What follows belongs to an exercise in optimizing a design on an open flow for small area and a short achievable clock period; a production flow would make more cautious choices. Only simulation tests tie the RTL to the original design; equivalence was not proved. No activity file was given, so power comes from the tool's default toggle rates.

### flow/design.v
`timescale 1ns/1ps
module regfile(input             clk, 
               input             we, 
               input      [4:0]  ra1, ra2, wa, 
               input      [31:0] wd, 
               output reg [31:0] rd1, rd2);
	reg [31:0] R1;
	reg [31:0] R2;
	reg [31:0] R3;
	reg [31:0] R4;
	reg [31:0] R5;
	reg [31:0] R6;
	reg [31:0] R7;
	reg [31:0] R8;
	reg [31:0] R9;
	reg [31:0] R10;
	reg [31:0] R11;
	reg [31:0] R12;
	reg [31:0] R13;
	reg [31:0] R14;
	reg [31:0] R15;
	reg [31:0] R16;
	reg [31:0] R17;
	reg [31:0] R18;
	reg [31:0] R19;
	reg [31:0] R20;
	reg [31:0] R21;
	reg [31:0] R22;
	reg [31:0] R23;
	reg [31:0] R24;
	reg [31:0] R25;
	reg [31:0] R26;
	reg [31:0] R27;
	reg [31:0] R28;
	reg [31:0] R29;
	reg [31:0] R30;
	reg [31:0] R31;
	always @(posedge clk)
	begin
  	 if (we) 
	 begin
   		case (wa[4:0])
   		5'd0:   ;
   		5'd1:   R1  <= wd;
   		5'd2:   R2  <= wd;
   		5'd3:   R3  <= wd;
   		5'd4:   R4  <= wd;
   		5'd5:   R5  <= wd;
   		5'd6:   R6  <= wd;
   		5'd7:   R7  <= wd;
   		5'd8:   R8  <= wd;
   		5'd9:   R9  <= wd;
   		5'd10:  R10 <= wd;
   		5'd11:  R11 <= wd;
   		5'd12:  R12 <= wd;
   		5'd13:  R13 <= wd;
   		5'd14:  R14 <= wd;
   		5'd15:  R15 <= wd;
   		5'd16:  R16 <= wd;
   		5'd17:  R17 <= wd;
   		5'd18:  R18 <= wd;
   		5'd19:  R19 <= wd;
   		5'd20:  R20 <= wd;
   		5'd21:  R21 <= wd;
   		5'd22:  R22 <= wd;
   		5'd23:  R23 <= wd;
   		5'd24:  R24 <= wd;
   		5'd25:  R25 <= wd;
   		5'd26:  R26 <= wd;
   		5'd27:  R27 <= wd;
   		5'd28:  R28 <= wd;
   		5'd29:  R29 <= wd;
   		5'd30:  R30 <= wd;
   		5'd31:  R31 <= wd;
   		endcase
     end
	end
	always @(*)
	begin
		case (ra2[4:0])
		5'd0:   rd2 = 32'b0;
		5'd1:   rd2 = R1;
		5'd2:   rd2 = R2;
		5'd3:   rd2 = R3;
		5'd4:   rd2 = R4;
		5'd5:   rd2 = R5;
		5'd6:   rd2 = R6;
		5'd7:   rd2 = R7;
		5'd8:   rd2 = R8;
		5'd9:   rd2 = R9;
		5'd10:  rd2 = R10;
		5'd11:  rd2 = R11;
		5'd12:  rd2 = R12;
		5'd13:  rd2 = R13;
		5'd14:  rd2 = R14;
		5'd15:  rd2 = R15;
		5'd16:  rd2 = R16;
		5'd17:  rd2 = R17;
		5'd18:  rd2 = R18;
		5'd19:  rd2 = R19;
		5'd20:  rd2 = R20;
		5'd21:  rd2 = R21;
		5'd22:  rd2 = R22;
		5'd23:  rd2 = R23;
		5'd24:  rd2 = R24;
		5'd25:  rd2 = R25;
		5'd26:  rd2 = R26;
		5'd27:  rd2 = R27;
		5'd28:  rd2 = R28;
		5'd29:  rd2 = R29;
		5'd30:  rd2 = R30;
		5'd31:  rd2 = R31;
		endcase
	end
	always @(*)
	begin
		case (ra1[4:0])
		5'd0:   rd1 = 32'b0;
		5'd1:   rd1 = R1;
		5'd2:   rd1 = R2;
		5'd3:   rd1 = R3;
		5'd4:   rd1 = R4;
		5'd5:   rd1 = R5;
		5'd6:   rd1 = R6;
		5'd7:   rd1 = R7;
		5'd8:   rd1 = R8;
		5'd9:   rd1 = R9;
		5'd10:  rd1 = R10;
		5'd11:  rd1 = R11;
		5'd12:  rd1 = R12;
		5'd13:  rd1 = R13;
		5'd14:  rd1 = R14;
		5'd15:  rd1 = R15;
		5'd16:  rd1 = R16;
		5'd17:  rd1 = R17;
		5'd18:  rd1 = R18;
		5'd19:  rd1 = R19;
		5'd20:  rd1 = R20;
		5'd21:  rd1 = R21;
		5'd22:  rd1 = R22;
		5'd23:  rd1 = R23;
		5'd24:  rd1 = R24;
		5'd25:  rd1 = R25;
		5'd26:  rd1 = R26;
		5'd27:  rd1 = R27;
		5'd28:  rd1 = R28;
		5'd29:  rd1 = R29;
		5'd30:  rd1 = R30;
		5'd31:  rd1 = R31;
		endcase
	end
endmodule
module alu(input      [31:0] a, b, 
           input      [2:0]  alucont, 
           output reg [31:0] result,
           output            zero);
  wire [31:0] b2, sum, slt;
  assign b2 = alucont[2] ? ~b:b; 
  assign sum = a + b2 + alucont[2];
  assign slt = sum[31];
  always@(*)
    case(alucont[1:0])
      2'b00: result <= a & b;
      2'b01: result <= a | b;
      2'b10: result <= sum;
      2'b11: result <= slt;
    endcase
  assign zero = (result == 32'b0);
endmodule
module adder(input [31:0] a, b,
             output [31:0] y);
  assign y = a + b;
endmodule
module sl2(input  [31:0] a,
           output [31:0] y);
  assign y = {a[29:0], 2'b00};
endmodule
module sign_zero_ext(input      [15:0] a,
                     input             signext,
                     output reg [31:0] y);
   always @(*)
	begin
	   if (signext)  y <= {{16{a[15]}}, a[15:0]};
	   else          y <= {16'b0, a[15:0]};
	end
endmodule
module shift_left_16(input      [31:0] a,
		               input         shiftl16,
                     output reg [31:0] y);
   always @(*)
	begin
	   if (shiftl16) y = {a[15:0],16'b0};
	   else          y = a[31:0];
	end
endmodule
module flopr #(parameter WIDTH = 8)
              (input                  clk, reset,
               input      [WIDTH-1:0] d, 
               output reg [WIDTH-1:0] q);
  always @(posedge clk, posedge reset)
    if (reset) q <= 0;
    else       q <= d;
endmodule
module flopenr #(parameter WIDTH = 8)
                (input                  clk, reset,
                 input                  en,
                 input      [WIDTH-1:0] d, 
                 output reg [WIDTH-1:0] q);
  always @(posedge clk, posedge reset)
    if      (reset) q <= 0;
    else if (en)    q <= d;
endmodule
module mux2 #(parameter WIDTH = 8)
             (input  [WIDTH-1:0] d0, d1, 
              input              s, 
              output [WIDTH-1:0] y);
  assign y = s ? d1 : d0; 
endmodule
module mux4to1 #(parameter WIDTH = 8)
             (input  [WIDTH-1:0] d0, d1, d2, d3, 
              input        s0,
				  input  		s1,  
              output [WIDTH-1:0] y);
  assign y = s1 ? (s0 ? d3 : d2) : (s0 ? d1 : d0); 
endmodule
`timescale 1ns/1ps
module mips(input         clk, reset,
            output [31:0] pc,
            input  [31:0] instr,
            output        memwrite,
            output [31:0] memaddr,
            output [31:0] memwritedata,
            input  [31:0] memreaddata);
  wire        signext, shiftl16, memtoreg, branch;
  wire        pcsrc, zero;
  wire        alusrc, regdst, regwrite, jump;
  wire [2:0]  alucontrol;
  wire 		  stall;
  wire ID_EX_memtoreg;
  wire [4:0] ID_EX_rs, ID_EX_rt, IF_ID_rs, IF_ID_rt;
  wire EX_MEM_regwrite;   
  wire [1:0] ForwardC, ForwardD;
  wire ForwardA, ForwardB;
  wire [4:0] EX_MEM_writereg, MEM_WB_writereg;
  wire [31:0] IF_ID_instr;
  wire flush;
  controller c(
    .stall     (stall),
	 .flush     (flush),		 
    .clk       (clk),
	 .reset     (reset),		 
    .op         (IF_ID_instr[31:26]), 
		.funct      (IF_ID_instr[5:0]), 
		.zero       (zero),
		.signext    (signext),
		.shiftl16   (shiftl16),
		.MEM_WB_memtoreg   (memtoreg),
		.EX_MEM_memwrite   (memwrite),
		.pcsrc      (pcsrc),
		.ID_EX_alusrc     (alusrc),
		.ID_EX_regdst     (regdst),
		.MEM_WB_regwrite   (regwrite),
		.EX_MEM_regwrite   (EX_MEM_regwrite),
		.ID_EX_jump       (jump),
		.alucontrol (alucontrol),
		.ID_EX_memtoreg  (ID_EX_memtoreg)
		);
  datapath dp(
    .flush      (flush),    
    .stall      (stall),    
    .clk        (clk),
    .reset      (reset),
    .signext    (signext),
    .shiftl16   (shiftl16),
    .memtoreg   (memtoreg),
    .pcsrc      (pcsrc),
    .alusrc     (alusrc),
    .regdst     (regdst),
    .regwrite   (regwrite),
    .jump       (jump),
    .alucontrol (alucontrol),
    .EX_MEM_zero       (zero),   
    .pc         (pc),
    .instr      (instr),
    .EX_MEM_aluout     (memaddr), 
    .EX_MEM_writedata  (memwritedata),
    .readdata   (memreaddata),
	 .IF_ID_instr (IF_ID_instr),
	 .IF_ID_rs   (IF_ID_rs), 
	 .IF_ID_rt   (IF_ID_rt), 
	 .ID_EX_rt   (ID_EX_rt),
	 .ID_EX_rs   (ID_EX_rs),
	 .ForwardA   (ForwardA),
	 .ForwardB   (ForwardB),
	 .ForwardC   (ForwardC),
	 .ForwardD   (ForwardD),
	 .EX_MEM_writereg (EX_MEM_writereg), 
	 .MEM_WB_writereg (MEM_WB_writereg));
	hazard_detection hz (
	.reset      (reset),
	.stall      (stall),
	.ID_EX_memtoreg  (ID_EX_memtoreg),
	.IF_ID_rs   (IF_ID_rs), 
	.IF_ID_rt   (IF_ID_rt), 
	.ID_EX_rt   (ID_EX_rt),
	.flush      (flush),
	.jump       (jump),
	.pcsrc      (pcsrc));
	forwarding_unit fwd (
	.EX_MEM_regwrite  (EX_MEM_regwrite),
	.MEM_WB_regwrite  (regwrite),
	.IF_ID_rs         (IF_ID_rs),
	.IF_ID_rt         (IF_ID_rt),
	.ID_EX_rs         (ID_EX_rs),
	.ID_EX_rt         (ID_EX_rt),
	.EX_MEM_writereg  (EX_MEM_writereg),
	.MEM_WB_writereg  (MEM_WB_writereg),
	.ForwardA         (ForwardA),
	.ForwardB         (ForwardB),
	.ForwardC         (ForwardC),
	.ForwardD         (ForwardD));
endmodule
module forwarding_unit (
						input            EX_MEM_regwrite, MEM_WB_regwrite,
                  input      [4:0] IF_ID_rs, IF_ID_rt, ID_EX_rs, ID_EX_rt, EX_MEM_writereg, MEM_WB_writereg,
                  output reg [1:0] ForwardC, ForwardD,
						output reg ForwardA, ForwardB);
  always @(*) 
  begin
    if (MEM_WB_regwrite & MEM_WB_writereg == IF_ID_rs) 
		ForwardA = 1'b1;
    else 
		ForwardA = 1'b0;
    if (MEM_WB_regwrite & MEM_WB_writereg == IF_ID_rt) 
		ForwardB = 1'b1;
    else 
		ForwardB = 1'b0;
    if (EX_MEM_regwrite & EX_MEM_writereg == ID_EX_rs) 
		ForwardC[1:0] = 2'b01;
    else if (MEM_WB_regwrite & MEM_WB_writereg == ID_EX_rs) 
		ForwardC[1:0] = 2'b10;
    else 
		ForwardC[1:0] = 2'b00;
    if (EX_MEM_regwrite & EX_MEM_writereg == ID_EX_rt) 
		ForwardD[1:0] = 2'b01;
    else if (MEM_WB_regwrite & MEM_WB_writereg == ID_EX_rt) 
		ForwardD[1:0] = 2'b10;
    else 
		ForwardD[1:0] = 2'b00;
  end
endmodule
module hazard_detection (
								input reset,
								input ID_EX_memtoreg,   
								input [4:0] ID_EX_rt,  IF_ID_rs, IF_ID_rt,
								input pcsrc, jump,
								output reg stall, 
								output reg flush
								);
  always @(*) begin
  if (reset == 1)
   stall = 1'b0;
  else if ((ID_EX_memtoreg==1) & (IF_ID_rs == ID_EX_rt))
	stall = 1'b1;
  else if ((ID_EX_memtoreg==1) & (IF_ID_rt == ID_EX_rt))
	stall = 1'b1;
  else 
	stall = 1'b0;
  end
  always @(*) begin
  if (reset == 1)
   flush = 1'b0;
  if (pcsrc | jump)
   flush = 1'b1;
  else
	flush = 1'b0;
  end
endmodule
module controller(  
						input clk, reset, stall, flush,     
						input  [5:0] op, funct,
                  input        zero,
                  output       signext,
                  output       shiftl16,
                  output       MEM_WB_memtoreg, EX_MEM_memwrite,
                  output       pcsrc, ID_EX_alusrc,
                  output       ID_EX_regdst, MEM_WB_regwrite,
                  output       ID_EX_jump,
                  output [2:0] alucontrol,
						output ID_EX_memtoreg,
						output EX_MEM_regwrite
						);
  wire [1:0] aluop;
  wire       branch;
  wire [1:0] hz_aluop;
  wire hz_memtoreg, hz_memwrite, hz_branch, hz_alusrc, hz_regdst, hz_regwrite, hz_jump;
  wire ID_EX_memwrite, ID_EX_branch, ID_EX_regwrite;   
  wire [5:0] ID_EX_funct;
  wire [1:0] ID_EX_aluop;
  wire EX_MEM_memtoreg, EX_MEM_branch;  
  mux2 #(9) hazard (
    .d0 ({memtoreg, memwrite, branch, alusrc, regdst, regwrite, aluop, jump}),
    .d1 (9'b0),
    .s  (stall | flush),
    .y  ({hz_memtoreg, hz_memwrite, hz_branch, hz_alusrc, hz_regdst, hz_regwrite, hz_aluop, hz_jump}));
  flopr #(15) ID_EX (
    .clk (clk),
    .reset (reset),
    .d  ({hz_memtoreg, hz_memwrite, hz_branch, hz_alusrc, hz_regdst, hz_regwrite, hz_aluop, funct, hz_jump}),
    .q  ({ID_EX_memtoreg, ID_EX_memwrite, ID_EX_branch, ID_EX_alusrc, ID_EX_regdst, ID_EX_regwrite, ID_EX_aluop, ID_EX_funct, ID_EX_jump}));
  flopr #(4) EX_MEM (
    .clk (clk),
	 .reset (reset),
	 .d  ({ID_EX_memtoreg, ID_EX_memwrite, ID_EX_branch, ID_EX_regwrite}),
	 .q  ({EX_MEM_memtoreg, EX_MEM_memwrite, EX_MEM_branch, EX_MEM_regwrite}));
  flopr #(2) MEM_WB (
    .clk (clk),
	 .reset (reset),
	 .d  ({EX_MEM_regwrite, EX_MEM_memtoreg}),
	 .q  ({MEM_WB_regwrite, MEM_WB_memtoreg}));
  maindec md(
    .op       (op),
	 .funct	  (funct),    
    .signext  (signext),
    .shiftl16 (shiftl16),
    .memtoreg (memtoreg),
    .memwrite (memwrite),
    .branch   (branch),
    .alusrc   (alusrc),
    .regdst   (regdst),
    .regwrite (regwrite),
    .jump     (jump),
    .aluop    (aluop));
  aludec ad( 
    .op         (op),
    .funct      (ID_EX_funct),
    .aluop      (ID_EX_aluop), 
    .alucontrol (alucontrol));
  assign pcsrc = op[0] ? (EX_MEM_branch & ~zero) : (EX_MEM_branch & zero);  
endmodule
module maindec(input  [5:0] op, funct,   
               output       signext,
               output       shiftl16,
               output       memtoreg, memwrite,
               output       branch, alusrc,
               output       regdst, regwrite,
               output       jump,
               output [1:0] aluop);
  reg [10:0] controls;
  assign {signext, shiftl16, regwrite, regdst, alusrc, branch, memwrite,
          memtoreg, jump, aluop} = controls;
  always @(*)
    case(op)
      6'b000000:
		if (funct == 6'b001000)
			controls <= 11'b00000000100; 
      else if(funct == 6'b000000)
			controls <= 11'b00000000000;  
		else
			controls <= 11'b00110000011;  
      6'b100011: controls <= 11'b10101001000;  
      6'b101011: controls <= 11'b10001010000;  
      6'b000100: controls <= 11'b10000100001;  
		6'b000101: controls <= 11'b10000100001;  
      6'b001000, 
      6'b001001: controls <= 11'b10101000000;  
      6'b001101: controls <= 11'b00101000010;  
      6'b001111: controls <= 11'b01101000000;  
      6'b000010: controls <= 11'b00000000100;  
		6'b000011: controls <= 11'b00100000100;  
		6'b001010: controls <= 11'b10101000011;  
      default:   controls <= 11'b00000000000;  
    endcase
endmodule
module aludec(input      [5:0] funct,
              input      [1:0] aluop,
              output reg [2:0] alucontrol,
				  input      [5:0] op);
  always @(*)
    case(aluop)
      2'b00: alucontrol <= 3'b010;   
      2'b01: alucontrol <= 3'b110;   
      2'b10: alucontrol <= 3'b001;   
		default: case(op)
			 6'b001010: alucontrol <= 3'b111;  
      default: case(funct)           
          6'b100000,
          6'b100001: alucontrol <= 3'b010;  
          6'b100010,
          6'b100011: alucontrol <= 3'b110;  
          6'b100100: alucontrol <= 3'b000;  
          6'b100101: alucontrol <= 3'b001;  
			 6'b101010: alucontrol <= 3'b111;  
          6'b101011: alucontrol <= 3'b111;  
          default:   alucontrol <= 3'b010;  
        endcase
    endcase
    endcase
endmodule
module datapath(input         clk, reset,
                input         signext,
                input         shiftl16,
                input         memtoreg, pcsrc,
                input         alusrc, regdst,
                input         regwrite, jump,
                input  [2:0]  alucontrol,
                output        EX_MEM_zero,
                output [31:0] pc,
                input  [31:0] instr,
                output [31:0] EX_MEM_aluout, EX_MEM_writedata,
                input  [31:0] readdata,
					 output [4:0] IF_ID_rs, IF_ID_rt, ID_EX_rs, ID_EX_rt,
					 input stall, flush,
					 input ForwardA, ForwardB,
					 input [1:0] ForwardC, ForwardD,
					 output [4:0] EX_MEM_writereg, MEM_WB_writereg,
					 output [31:0] IF_ID_instr);
  wire [4:0]  writereg, wa_mux_result;
  wire [31:0] pcnext, pcnextbr, pcplus4, pcbranch;
  wire [31:0] signimm, signimmsh, shiftedimm;
  wire [31:0] srca, srcb;
  wire [31:0] result, jr_pc_result, wd_mux_result;
  wire        shift;
  wire [4:0] ra1_mux_result;
  wire [31:0] MEM_WB_readdata ,MEM_WB_aluout;  
  wire [31:0] aluout;  
  wire [31:0] ID_EX_pcplus4_out;
  wire [31:0] ID_EX_srca, ID_EX_writedata, ID_EX_shiftedimm;
  wire [31:0] IF_ID_pcplus4_out;
  wire [31:0] fwd_srca, fwd_writedata;
  wire [31:0] fwd_srca2, fwd_writedata2;
  wire [4:0]  IF_ID_rd, ID_EX_rd;
  wire [31:0] writedata;
  wire [31:0] pcnext_flush;
  assign IF_ID_rs = IF_ID_instr[25:21];
  assign IF_ID_rt = IF_ID_instr[20:16];
  assign IF_ID_rd = IF_ID_instr[15:11];
  flopenr #(32) pcreg(
    .clk   (clk),
    .reset (reset),
	 .en    (~stall),
    .d     (pcnext_flush),
    .q     (pc));
  adder pcadd1(
    .a (pc),
    .b (32'b100),
    .y (pcplus4));
  sl2 immsh(
    .a (signimm),
    .y (signimmsh));
  adder pcadd2(
    .a (ID_EX_pcplus4_out),
    .b (signimmsh),
    .y (pcbranch));
  mux2 #(32) pcbrmux(
    .d0  (pcplus4),
    .d1  (pcbranch),
    .s   (pcsrc),
    .y   (pcnextbr));
  mux2 #(32) pcmux(
    .d0   (pcnextbr),
    .d1   (jr_pc_result),   
    .s    (~IF_ID_instr[31] & ~IF_ID_instr[30] & ~IF_ID_instr[29] & ~IF_ID_instr[28] & ~IF_ID_instr[27] & ~IF_ID_instr[26] & ~IF_ID_instr[0] & ~IF_ID_instr[1] & ~IF_ID_instr[2] & IF_ID_instr[3] & ~IF_ID_instr[4] & ~IF_ID_instr[5]),
    .y    (pcnext));
   mux2 #(32) pcmux_flush(   
    .d0   (pcplus4),
    .d1   (pcnext),
    .s    (flush),
    .y    (pcnext_flush));
  regfile rf(
    .clk     (clk),
    .we      (regwrite),
    .ra1     (IF_ID_instr[25:21]),
    .ra2     (ra1_mux_result),
    .wa      (wa_mux_result),
    .wd      (wd_mux_result),
    .rd1     (srca),
    .rd2     (writedata));
  mux2 #(5) wrmux(
    .d0  (ID_EX_rt),
    .d1  (ID_EX_rd),
    .s   (regdst),
    .y   (writereg));
  mux2 #(32) resmux(
    .d0 (MEM_WB_aluout),
    .d1 (MEM_WB_readdata),
    .s  (memtoreg),
    .y  (result));
  sign_zero_ext sze(
    .a       (IF_ID_instr[15:0]),
    .signext (signext),
    .y       (signimm[31:0]));
  shift_left_16 sl16(
    .a         (signimm[31:0]),
    .shiftl16  (shiftl16),
    .y         (shiftedimm[31:0]));
  mux2 #(32) srcbmux(
    .d0 (fwd_writedata2),
    .d1 (ID_EX_shiftedimm[31:0]),
    .s  (alusrc),
    .y  (srcb));
  alu alu(
    .a       (fwd_srca2),
    .b       (srcb),
    .alucont (alucontrol),
    .result  (aluout),
    .zero    (zero));
	 mux2 #(32) wd_mux(
    .d0 (result),
    .d1 (IF_ID_pcplus4_out),
    .s  (jump),
    .y  (wd_mux_result));  
	 mux2 #(5) wa_mux(
    .d0 (MEM_WB_writereg),
    .d1 (5'b11111),
    .s  (jump),
    .y  (wa_mux_result));   
	 mux2 #(5) ra1_mux(
    .d0 (IF_ID_instr[20:16]),
    .d1 (5'b11111),
    .s  (~IF_ID_instr[31] & ~IF_ID_instr[30] & ~IF_ID_instr[29] & ~IF_ID_instr[28] & ~IF_ID_instr[27] & ~IF_ID_instr[26] & ~IF_ID_instr[0] & ~IF_ID_instr[1] & ~IF_ID_instr[2] & IF_ID_instr[3] & ~IF_ID_instr[4] & ~IF_ID_instr[5]),  
    .y  (ra1_mux_result));   
	 mux2 #(32) jr_pc_mux(
    .d0 ({pcplus4[31:28], IF_ID_instr[25:0], 2'b00}),
    .d1 (writedata),
    .s  (~IF_ID_instr[31] & ~IF_ID_instr[30] & ~IF_ID_instr[29] & ~IF_ID_instr[28] & ~IF_ID_instr[27] & ~IF_ID_instr[26] & ~IF_ID_instr[0] & ~IF_ID_instr[1] & ~IF_ID_instr[2] & IF_ID_instr[3] & ~IF_ID_instr[4] & ~IF_ID_instr[5]),
    .y  (jr_pc_result));   
	 flopenr #(32) IF_ID(
    .clk   (clk),
    .reset (reset),
    .en    (~stall),
    .d     (flush ? 32'b0 : {instr}),
    .q     ({IF_ID_instr}));
	 flopenr #(32) IF_ID_pcplus4 (   
	 .clk   (clk), 
	 .reset (reset),
	 .en    (~stall),
	 .d     (pcplus4),
	 .q     (IF_ID_pcplus4_out));
	 flopr #(111) ID_EX(    
    .clk   (clk),
    .reset (reset),
    .d     ({fwd_srca, fwd_writedata, shiftedimm, IF_ID_rs, IF_ID_rt, IF_ID_rd}),
    .q     ({ID_EX_srca, ID_EX_writedata, ID_EX_shiftedimm, ID_EX_rs, ID_EX_rt, ID_EX_rd}));
	 flopr #(32) ID_EX_pcplus4 (
	 .clk   (clk), 
	 .reset (reset),
	 .d     (IF_ID_pcplus4_out),
	 .q     (ID_EX_pcplus4_out));
	 flopr #(70) EX_MEM(    
    .clk   (clk),
    .reset (reset),
    .d     ({aluout, fwd_writedata2, writereg, zero}),   
    .q     ({EX_MEM_aluout, EX_MEM_writedata, EX_MEM_writereg, EX_MEM_zero}));
	 flopr #(69) MEM_WB(
    .clk   (clk),
    .reset (reset),
    .d     ({readdata, EX_MEM_aluout, EX_MEM_writereg}),
    .q     ({MEM_WB_readdata, MEM_WB_aluout, MEM_WB_writereg}));
	 mux2 #(32) fwd_before_srca(
    .d0 (srca),
    .d1 (result),
    .s  (ForwardA),
    .y  (fwd_srca));
	 mux2 #(32) fwd_before_writedata(
    .d0 (writedata),
    .d1 (result),
    .s  (ForwardB),
    .y  (fwd_writedata));
	 mux4to1 #(32) fwd_after_srca(
    .d0 (ID_EX_srca),
    .d1 (EX_MEM_aluout),
    .d2 (result),
    .d3 (32'b0),
    .s0 (ForwardC[0]),
	 .s1 (ForwardC[1]),
    .y  (fwd_srca2));
	 mux4to1 #(32) fwd_after_writedata(
    .d0 (ID_EX_writedata),
    .d1 (EX_MEM_aluout),
    .d2 (result),
    .d3 (32'b0),
    .s0 (ForwardD[0]),
	 .s1 (ForwardD[1]),
    .y  (fwd_writedata2));
endmodule
### flow/constraint.sdc
create_clock -name core_clock -period 7.0 [get_ports {clk}]
set_input_delay 1.4000 -clock core_clock [delete_from_list [all_inputs] [get_ports {clk}]]
set_output_delay 1.4000 -clock core_clock [all_outputs]
set_load 0.01 [all_outputs]
### flow/config.mk
export PLATFORM = sky130hd
export DESIGN_NAME = mips
export DESIGN_NICKNAME = mips
export VERILOG_FILES = /design/flow/design.v
export SDC_FILE = /design/flow/constraint.sdc
export NUM_CORES = 4
export LEC_CHECK = 0
export CAP_MARGIN = 20
export CORE_MARGIN = 2
export CORE_UTILIZATION = 40
export PLACE_DENSITY = 0.6
export SLEW_MARGIN = 20
### flow/run.sh
#!/bin/bash
# synth_recipe.tcl (not shown) runs the flow's synth.tcl, then flattens the netlist and writes it again
# the make line also repeats each setting of config.mk as NAME=value (left out here)
make -C /OpenROAD-flow-scripts/flow DESIGN_CONFIG=/design/flow/config.mk WORK_HOME=/design/flow/orfs CLKGATE_MAP_FILE= SYNTH_SCRIPT=/design/flow/synth_recipe.tcl finish
==> impl_metrics.toml <==
[job]
maxCapViolCount = 0

[place]
io_buffers = 162
pre_cts_slack_ps = 703
gp_congestion = 0.992
hpwl_um = 179000
dp.cells = 6898

[logic_synthesis]
synth_cells = 4819
ys_async_sr_fraction_pct = 28.7
yosysTopAreaCellShare_pct = 48.0
ys_ff_latch = 1391
synth_edf_count = 992
yosys-top-cells-area = "edfxtp_1 (48%), dfrtp_1 (16%), a22oi_1 (6.0%)"
synth_top_area_cell = "edfxtp_1"
yosysWarningCount = 23
syn_area_sq_um = 62100
syn_avg_cell_area_sq_um = 12.9
syn_nets = 4949
synth-seq-area-share_pct = 64.1
synth-main-ff-cell = "edfxtp_1"
yosys.cell_types.count = 89

[routing]
viasPerCell = 7.19
drt_iter0_drc = 10000
num_vias = 51600
routed_wl_um = 300000
drc = 0
met2_length_um = 122000
top_layer = "met5"
avgRoutedWirePerCell_um = 41.8
drt.antenna.violating_nets = 0
firstDrtPassIters = 10
wl_met3_um = 48800
met1Wirelength_um = 103000

[timing]
fin_crit_ps = 6430
worst_slack_ps = 572
finalSetupViolCount = 0
period_share_pct = 91.8
finalMaxSlewViolations = 0
rsz0062_at_grt = "false"
relSlewSlack_pct = 10.6
hold_violations = 0
fin_skew_ps = 57.1
max_freq_ghz = 0.156
whs_ps = 346
worst_pin_slew_ps = 1330

[clock_network]
cts_buffers = 150
cts_hold_buf = 0
cts_tree = "done"
worstSkewPairLatency_ps = 820
cts_max_level = 4
root_buffer = "clkbuf_16"
clk_path_buf_depth = 3
cts_resized = 0
clk_pin_slew_ps = 60
cts_setup_buffers = 0
clock-sinks = 1391

[setup_path]
startpoint_type = "register"
rr_worst_depth = 19
worstPathMaxFanout = 16
rrSetupSlack_ps = 570
crit_path_end_kind = "register"
r2r-end = "dp.EX_MEM.q[0]"
r2r_start = "dp.IF_ID.q[26]"
crit_path_end = "dp.EX_MEM.q[0]"
critPathArrivalTime_ps = 7130
startpoint = "dp.IF_ID.q[26]"
critical_path_class = "register to register"
required_ps = 7710

[power]
power_density_nw_per_um2 = 321
peakVddDrop_uv = 254
p_leak_nw = 25.3

[die]
io_pins = 163
die_h_um = 398
fp.dieW_um = 398
start_util_pct = 40.3
die-area_sq_um = 158000
core_sq_um = 154000
rows = 144

[grt]
grt-ovfl-total = 0
antenna_found_initial = 10
first_global_vias = 48700
grt_pass1_wl_um = 403000
grt_use_total_pct = 37.1
grt_max_degree = 156

[layout]
nFillCells = 13600
drive_above_1_share_pct = 13.0
syn2layout_area_growth_pct = 16.9
largest_register_ffs = 111
reg_top3 = "dp.ID_EX.q x111, dp.EX_MEM.q x70, dp.MEM_WB.q x69"
finalNonFillerCells = 7186
final_common_cell = "edfxtp_1"
final_cell_mix = "edfxtp_1 (992), a22oi_1 (496), dfrtp_1 (397)"
top_register = "dp.ID_EX.q"
fin_util_pct = 47.1
layout.nets = 5137

[worst_hold_path]
hp-class = "register to register"

[run_status]
status = "no timing/DRC/antenna violations"
## through the flow
step           power, W  cell area [sq um]  setup TNS [ps]
6_report         0.0233              72600               0
5_1_grt          0.0239              72600               0
4_1_cts          0.0231              72500               0
3_5_place_dp     0.0153              67600               0
3_3_place_gp     0.0153              67500               0
2_1_floorplan    0.0129              62300         -186980
## kinds of logic after synthesis
kind of cell | count (synthesis) | synth area share (%)
AOI/OAI and AO/OA | 1564 | 18.8
DFF | 1391 | 64.1
and+or+nand+nor | 1088 | 8.50
buffers and inverters | 412 | 2.63
muxes | 149 | 2.48
xor gates and xnor gates | 142 | 2.05
adders and majority gates | 73 | 1.46
## worst max-delay path, stage by stage, from the launching register on
cell       delay [ps]
dfrtp_1           550
nand4bb_1         390
o311ai_2          730
nand2_2           480
buf_4             330
xor2_1            170
ha_1              420
a21o_1            210
a21o_1            170
a21o_1            200
a221o_1           350
a21oi_1           300
o211ai_1          190
a21o_1            230
a21oi_1           180
mux2i_1           100
o32a_1            360
or4_1             520
nor3_1            230
o211a_1           180
## power by group
group / switching (W) / internal (W)
Clock: 0.00358 / 0.00441
Combinational: 0.00314 / 0.00143
Sequential: 0.000587 / 0.0102
Total: 0.00731 / 0.0160
## Yosys cell counts (all sizes together), types with 35 or more instances
cell type  instances
nand3            181
o22ai             49
a221oi           211
nor2             243
inv               66
mux2i            114
nand2            269
a222oi            64
xnor2             71
nor3              96
nand4            136
clkbuf           274
xor2              71
o21ai            163
edfxtp           992
buf               72
dfrtp            399
mux2              35
a21o              39
ha                62
a21oi            161
a22o             206
a22oi            496
## routing by layer
metal	vias to the layer above	GRT usage, %
met3	1437	16.2
met5	-	0.666
met1	25400	45.7
met4	12	25.3
li1	19700	-
met2	5020	52.2
## worst min path at each step
stage	end	cells past startpoint	start	slack (ps)
6_report	c.EX_MEM.q[1]	0	c.ID_EX.q[12]	350
5_1_grt	c.EX_MEM.q[1]	0	c.ID_EX.q[12]	360
4_1_cts	c.EX_MEM.q[1]	0	c.ID_EX.q[12]	350
3_5_place_dp	c.EX_MEM.q[2]	0	c.ID_EX.q[13]	340
3_3_place_gp	c.EX_MEM.q[2]	0	c.ID_EX.q[13]	330
2_1_floorplan	c.EX_MEM.q[0]	0	c.ID_EX.q[9]	330
## area by class of cell
| class | count | area, sq um | area share, % |
|---|---|---|---|
| sequential | 1391 | 39800 | 54.8 |
| multi-input combinational | 3016 | 21600 | 29.8 |
| clock buffer | 190 | 3980 | 5.49 |
| timing repair buffer | 382 | 3400 | 4.69 |
| tap | 2044 | 2560 | 3.52 |
| clock inverter | 89 | 951 | 1.31 |
| inverter | 66 | 251 | 0.346 |
| antenna | 8 | 20.0 | 0.0276 |

-- separate check: timing with driven ports --
The flow's constraints put no driver on any port. The routed layout listed below was extracted and timed again, unchanged, in two steps. Step 1 assumes that a clkbuf_16 drives the clock port and a buf_2 every other input. Step 2 moves the port delays by t, midway between the first and last clock arrival at a register: inputs arrive t later, outputs are due t later. That takes back most of the time a late clock gives input paths. Three values: no drivers, after step 1, after step 2; two values: the first two.
shift t [ns]: 0.875
setup slack, ns: 0.572 / 0.572 / 0.572
worst setup path at the end: register to register
clock arrival spread, ns: 0.067 / 0.067
worst register clock-pin slew, ns: 0.07 / 0.07
After both steps setup and hold are still met in this run. The setup slack of this run moves by 0.000 ns with the drivers and by 0.000 ns with both steps.
